From an optimization exercise on the open Yosys and OpenROAD flow, aimed at small area; shortcuts taken in it are not production practice.
Function was checked by simulation only, so behaviour that the tests miss may differ from the original.
Power is estimated from default activity; no workload was simulated.

before:
==> flow/design.v <==
module b14 (clock, reset, addr, datai, datao, rd, wr);
input         clock;
input         reset;
output [31:0] addr;
input  [31:0] datai;
output [31:0] datao;
output        rd;
output        wr;
reg  [31:0] datao;
reg         rd;
reg         wr;
reg  [31:0] reg0, reg1, reg2, reg3;    
reg  [3:0]  vld;
reg         swp;                       
reg         B;
reg  [1:0]  d;
reg         state;                     
reg  [11:0] irf;                       
reg  [19:0] ea;                        
reg  [19:0] addr_lo;
reg         addr_hi;                   
assign addr = {{12{addr_hi}}, addr_lo};
wire fetch = ~state;
wire exec  = state;
wire        neg = datai[31];
wire [31:0] lo_nz;                     
assign lo_nz[0] = 1'b0;
genvar gi;
generate for (gi = 0; gi < 31; gi = gi + 1) begin : g_nz
  assign lo_nz[gi+1] = lo_nz[gi] | datai[gi];
end endgenerate
wire [11:0] absf;
generate for (gi = 19; gi < 31; gi = gi + 1) begin : g_abs
  assign absf[gi-19] = datai[gi] ^ (neg & lo_nz[gi]);
end endgenerate
wire [1:0]  mf_f = absf[9:8];          
wire [2:0]  xs   = {mf_f[1] & mf_f[0] & swp, mf_f[1] & mf_f[0] & ~swp, mf_f[1] & ~mf_f[0]}
                 & vld[3:1];
wire [19:0] xoff = ({20{xs[0]}} & reg1[19:0]) | ({20{xs[1]}} & reg2[19:0])
                 | ({20{xs[2]}} & reg3[19:0]);
wire [19:0] ea_n;
wire        ea_co;
rca #(20) u_ea (.a(datai[19:0] ^ {20{neg}}), .b(xoff), .ci(neg), .s(ea_n), .co(ea_co));
wire [1:0]  s    = irf[11:10];
wire [1:0]  mf   = irf[9:8];
wire [2:0]  df   = irf[7:5];
wire        cf   = irf[4];
wire [3:0]  ff   = irf[3:0];
wire [1:0]  rsel = s | {2{fetch}};
wire [1:0]  psel = {rsel[1], rsel[0] ^ (rsel[1] & swp)};
wire [3:0]  rs   = {psel == 2'd3, psel == 2'd2, psel == 2'd1, psel == 2'd0} & vld;
wire [31:0] r    = ({32{rs[0]}} & reg0) | ({32{rs[1]}} & reg1)
                 | ({32{rs[2]}} & reg2) | ({32{rs[3]}} & reg3);
wire [31:0] m = (mf == 2'd0) ? {12'd0, ea} : datai;
wire alu_w   = ~cf & (df != 3'd7);            
wire st      = ~cf & (df == 3'd7);            
wire ff12    = (ff == 4'd12);
wire alu     = exec & alu_w;
wire cmpop   = exec & cf;
wire f_neg   = alu & (ff == 4'd0);
wire f_mov   = alu & (ff[3:2] == 2'b00) & (ff[1:0] != 2'b00);    
wire f_arith = alu & ((ff[3:2] == 2'b01) | (ff[3:2] == 2'b10));  
wire f_sub   = ff[3] ? ff[0] : ff[1];
wire f_shr   = alu & ff12 & ~mf[1];
wire f_shl   = alu & ff12 & mf[1];
wire adj     = cmpop & (ff[2:1] == 2'b11);    
wire        sx29   = r[31] & (|r[28:0]);     
wire [31:0] r29    = {{3{sx29}}, r[28:0]};    
wire [31:0] radj   = {r[31], r[30] & ~(adj & ~r[31]), r[29:0]};
wire        sel_r  = exec & ~(f_neg | f_mov | f_shr | f_shl);
wire [31:0] a = ({32{sel_r}} & radj)
              | ({32{fetch}} & r29)
              | ({32{f_shr}} & {r[31], r[31:1]})
              | ({32{f_shl}} & {r29[30:0], 1'b0});
wire        use_m  = exec & ~(f_shr | f_shl);
wire        inv_b  = cmpop | f_neg | (f_arith & f_sub);
wire [31:0] b      = (({32{use_m}} & m) ^ {32{inv_b}}) | {28'd0, fetch, 3'd0};
wire        cin    = inv_b | (f_shr & r[31] & r[0]);
wire [31:0] sum;
wire        c32;
add_ci #(32, 14) u_add (.a(a), .b(b), .ci(cin), .s(sum), .co(c32));
wire lt  = a[31] ^ b[31] ^ c32;
wire eq  = (sum == 32'd0);
wire cmp = (ff[2:1] == 2'b01) ? eq : (ff[2:1] == 2'b10) ? (lt | eq) : lt;
wire b_cmp = (cmp ^ ff[0]) | (ff[3] & B);
wire        sx30  = sum[31] & (|sum[29:0]);
wire        sx29t = sum[31] & (|sum[28:0]);
wire        t29   = f_shr & mf[0] & B;        
wire [31:0] w;
assign w[28:0]  = sum[28:0];
assign w[29]    = t29 ? sx29t : sum[29];
assign w[31:30] = t29 ? {2{sx29t}} : f_arith ? {2{sx30}} : sum[31:30];
reg [1:0] dn;
always @* begin
  dn = d;
  if (alu) begin
    case (df)
      3'd4: if (B)  dn = 2'd3;
      3'd5: if (~B) dn = 2'd3;
      3'd6: ;
      default: dn = df[1:0];
    endcase
  end
end
wire wr_d = alu & ~(ff == 4'd1) & ~(ff[3:2] == 2'b11 & ff[1:0] != 2'b00);
wire mv23 = alu & (ff == 4'd1);
wire [1:0] ldst = fetch ? 2'd3 : mv23 ? 2'd2 : dn;
wire [1:0] pdst = {ldst[1], ldst[0] ^ (ldst[1] & swp)};
wire       wany = wr_d | mv23 | fetch;
wire we0 = wany & (pdst == 2'd0);
wire we1 = wany & (pdst == 2'd1);
wire we2 = wany & (pdst == 2'd2);
wire we3 = wany & (pdst == 2'd3);
wire memop = cf | (alu_w & ~(ff[3:2] == 2'b11));
wire ld    = memop & (mf != 2'd0);
always @(posedge clock) begin
  if (we0) reg0 <= w;
  if (we1) reg1 <= w;
  if (we2) reg2 <= w;
  if (we3) reg3 <= w;
  irf <= absf;
  ea  <= ea_n;
end
always @(posedge clock) begin
  if (reset) begin
    vld <= 4'd0;
    swp <= 1'b0;
    B <= 1'b0; d <= 2'd0; state <= 1'b0;
    addr_lo <= 20'd0; addr_hi <= 1'b0;
    rd <= 1'b0; wr <= 1'b0;
    datao <= 32'd0;
  end else begin
    state <= ~state;
    d <= dn;
    if (we0) vld[0] <= 1'b1;
    if (we1) vld[1] <= 1'b1;
    if (we2) vld[2] <= 1'b1;
    if (we3) vld[3] <= 1'b1;
    if (mv23) swp <= ~swp;
    if (cmpop) B <= b_cmp;
    else if (f_shl & mf[0]) B <= 1'b0;
    if (fetch) begin
      addr_lo <= r[19:0];
      addr_hi <= r[31] & (|r[19:0]);
    end else if (ld | st) begin
      addr_lo <= ea;
      addr_hi <= 1'b0;
    end
    if (exec & st) datao <= r;
    rd <= fetch | (exec & ld);
    wr <= exec & st;
  end
end
endmodule
module rca #(parameter W = 32) (a, b, ci, s, co);
input  [W-1:0] a, b;
input          ci;
output [W-1:0] s;
output         co;
wire [W:0] c;
assign c[0] = ci;
genvar i;
generate for (i = 0; i < W; i = i + 1) begin : g
  assign s[i]   = a[i] ^ b[i] ^ c[i];
  assign c[i+1] = (a[i] & b[i]) | (a[i] & c[i]) | (b[i] & c[i]);
end endgenerate
assign co = c[W];
endmodule
module add_ci #(parameter W = 32, parameter K = 12) (a, b, ci, s, co);
input  [W-1:0] a, b;
input          ci;
output [W-1:0] s;
output         co;
wire         c_lo, c_hi;
wire [K-1:0] s_hi;
rca #(W-K) u_lo (.a(a[W-K-1:0]), .b(b[W-K-1:0]), .ci(ci), .s(s[W-K-1:0]), .co(c_lo));
rca #(K) u_hi (.a(a[W-1:W-K]), .b(b[W-1:W-K]), .ci(1'b0), .s(s_hi), .co(c_hi));
wire [K:0] p;                           
assign p[0] = 1'b1;
genvar i;
generate for (i = 0; i < K; i = i + 1) begin : g
  assign p[i+1]     = p[i] & s_hi[i];
  assign s[W-K+i]   = s_hi[i] ^ (c_lo & p[i]);
end endgenerate
assign co = c_hi | (c_lo & p[K]);
endmodule
clock: 11.0 ns
lec_check: 0
cap_margin: 20
core_margin: 2
core_utilization: 40
slew_margin: 20
standard.sh (not shown) runs the stock make flow with config.mk's settings and CLKGATE_MAP_FILE= SYNTH_SCRIPT=/design/flow/synth_recipe.tcl, a recipe that flattens the netlist after the stock synthesis.
==> flow/flow/run.sh <==
#!/bin/bash
# The standard layout (standard.sh) with these changes:
#  - synthesis maps logic with an area-oriented ABC script (flow/area.abc);
#    registers, flattening and renaming are as in the standard flow's synthesis;
#  - port buffers are buf_1 instead of the default delay cells;
#  - a smaller clock tree: clkbuf_4 only, sinks clustered 10 at a time,
#    no dummy loads.
set -euo pipefail
W=$PWD
export FLOW_WORK=$W
export AREA_ABC_SCRIPT=$W/flow/area.abc
bash standard.sh \
  SYNTH_SCRIPT=$W/flow/area_synth.tcl \
  BUFFER_PORTS_ARGS="-buffer_cell sky130_fd_sc_hd__buf_1" \
  CTS_ARGS="-sink_clustering_enable -repair_clock_nets -buf_list sky130_fd_sc_hd__clkbuf_4 -sink_clustering_size 10 -sink_clustering_max_diameter 50 -dont_use_dummy_load" \
  finish > flow_make.log 2>&1
==> flow/flow/area.abc <==
strash
dc2
&get -n
&deepsyn -T 30
&put
dch -f
amap
topo
==> flow/flow/area_synth.tcl <==
# The standard flow's synthesis (synth_recipe.tcl in the run's folder), with one change:
# ABC maps the logic with the area-oriented script flow/area.abc.
proc abc {args} {
  set i [lsearch -exact $args -script]
  if {$i >= 0} {
    set args [lreplace $args [expr {$i + 1}] [expr {$i + 1}] $::env(AREA_ABC_SCRIPT)]
  }
  yosys abc {*}$args
}
source $::env(FLOW_WORK)/synth_recipe.tcl
Layout checks on before: not met. Flow itself completed; violations: setup timing.
Here is what was changed in the inputs of after compared with before.
diff --git a/flow/design.v b/flow/design.v
--- a/flow/design.v
+++ b/flow/design.v
@@ -45,13 +45,13 @@
 wire [1:0]  mf   = irf[9:8];
 wire [2:0]  df   = irf[7:5];
 wire        cf   = irf[4];
 wire [3:0]  ff   = irf[3:0];
 wire [1:0]  rsel = s | {2{fetch}};
 wire [1:0]  psel = {rsel[1], rsel[0] ^ (rsel[1] & swp)};
-wire [3:0]  rs   = {psel == 2'd3, psel == 2'd2, psel == 2'd1, psel == 2'd0} & vld;
+wire [3:0]  rs   = {psel == 2'd3, psel == 2'd2, psel == 2'd1, psel == 2'd0} & vld & {4{~reset}};
 wire [31:0] r    = ({32{rs[0]}} & reg0) | ({32{rs[1]}} & reg1)
                  | ({32{rs[2]}} & reg2) | ({32{rs[3]}} & reg3);
 wire [31:0] m = (mf == 2'd0) ? {12'd0, ea} : datai;
 wire alu_w   = ~cf & (df != 3'd7);            
 wire st      = ~cf & (df == 3'd7);            
 wire ff12    = (ff == 4'd12);
@@ -75,13 +75,13 @@
 wire        use_m  = exec & ~(f_shr | f_shl);
 wire        inv_b  = cmpop | f_neg | (f_arith & f_sub);
 wire [31:0] b      = (({32{use_m}} & m) ^ {32{inv_b}}) | {28'd0, fetch, 3'd0};
 wire        cin    = inv_b | (f_shr & r[31] & r[0]);
 wire [31:0] sum;
 wire        c32;
-add_ci #(32, 14) u_add (.a(a), .b(b), .ci(cin), .s(sum), .co(c32));
+add_ci #(32, 12) u_add (.a(a), .b(b), .ci(cin), .s(sum), .co(c32));
 wire lt  = a[31] ^ b[31] ^ c32;
 wire eq  = (sum == 32'd0);
 wire cmp = (ff[2:1] == 2'b01) ? eq : (ff[2:1] == 2'b10) ? (lt | eq) : lt;
 wire b_cmp = (cmp ^ ff[0]) | (ff[3] & B);
 wire        sx30  = sum[31] & (|sum[29:0]);
 wire        sx29t = sum[31] & (|sum[28:0]);
@@ -117,21 +117,21 @@
   if (we0) reg0 <= w;
   if (we1) reg1 <= w;
   if (we2) reg2 <= w;
   if (we3) reg3 <= w;
   irf <= absf;
   ea  <= ea_n;
+  if (reset | (exec & st)) datao <= r;
 end
 always @(posedge clock) begin
   if (reset) begin
     vld <= 4'd0;
     swp <= 1'b0;
     B <= 1'b0; d <= 2'd0; state <= 1'b0;
     addr_lo <= 20'd0; addr_hi <= 1'b0;
     rd <= 1'b0; wr <= 1'b0;
-    datao <= 32'd0;
   end else begin
     state <= ~state;
     d <= dn;
     if (we0) vld[0] <= 1'b1;
     if (we1) vld[1] <= 1'b1;
     if (we2) vld[2] <= 1'b1;
@@ -143,13 +143,12 @@
       addr_lo <= r[19:0];
       addr_hi <= r[31] & (|r[19:0]);
     end else if (ld | st) begin
       addr_lo <= ea;
       addr_hi <= 1'b0;
     end
-    if (exec & st) datao <= r;
     rd <= fetch | (exec & ld);
     wr <= exec & st;
   end
 end
 endmodule
 module rca #(parameter W = 32) (a, b, ci, s, co);
## What came out
- Although it ran to completion, after produced a layout that fails the final checks because of setup timing.
- When after is measured against before, its final-stage net count turns out 1.6% lower.
- Any difference in area added between synthesis and finish between before and after is small enough to ignore.
- Slowest library cell on the worst path = sky130_fd_sc_hd__or4_1: after; slowest library cell on the worst path = sky130_fd_sc_hd__fa_2: before
- Of after and before, it is after that has the higher post-CTS repair timing setup buffer count.
- Diff before -> after | count of cells along the worst register-to-register path | up by a few percent
- Changes observed in after relative to before: worst setup slack now smaller; clock power share now larger; flip-flop and latch count comparable; total non-filler cell area in the finished layout now smaller.
- after: cell count 22 below before
- Delta (after minus before): number of search-and-repair iterations in the first detailed-routing pass shrank by 10; synthesized area shrank by about 0.4%; net switching share of the total power shrank by 1.6 points; net count after synthesis shrank by 2.9%; overall global routing resource usage shrank by 1.4 points.

-- port drivers added, routing unchanged --
The results above use ideal ports. As a check the final layouts listed here were re-extracted and re-timed, cells and wires unchanged.
Step 1 (the two cells are an assumption about what drives the block):
set clk [get_ports {clock}]
set_driving_cell -lib_cell sky130_fd_sc_hd__clkbuf_16 $clk
set_driving_cell -lib_cell sky130_fd_sc_hd__buf_2 [delete_from_list [all_inputs] $clk]
Step 2 adds t to the input delays and takes it off the output delays; t is the mean of the earliest and latest rising clock arrival at the registers after step 1. Input paths then give back, and output paths get back, about the clock's delay inside the block.
a / b / c = ideal / step 1 / step 2; a / b = the first two.
run | t, ns | setup WS [ns] | slew at the worst register clock pin (ns) | worst data-port slew with drivers (ns)
before | 0.740 | -1.169 / -1.161 / -1.900 | 0.12 / 0.12 | 0.09
after | 0.713 | -2.239 / -2.242 / -2.955 | 0.12 / 0.12 | 0.05
For before, which loses most, drivers alone change the setup slack by +0.008 ns; drivers and shift together by -0.731 ns.
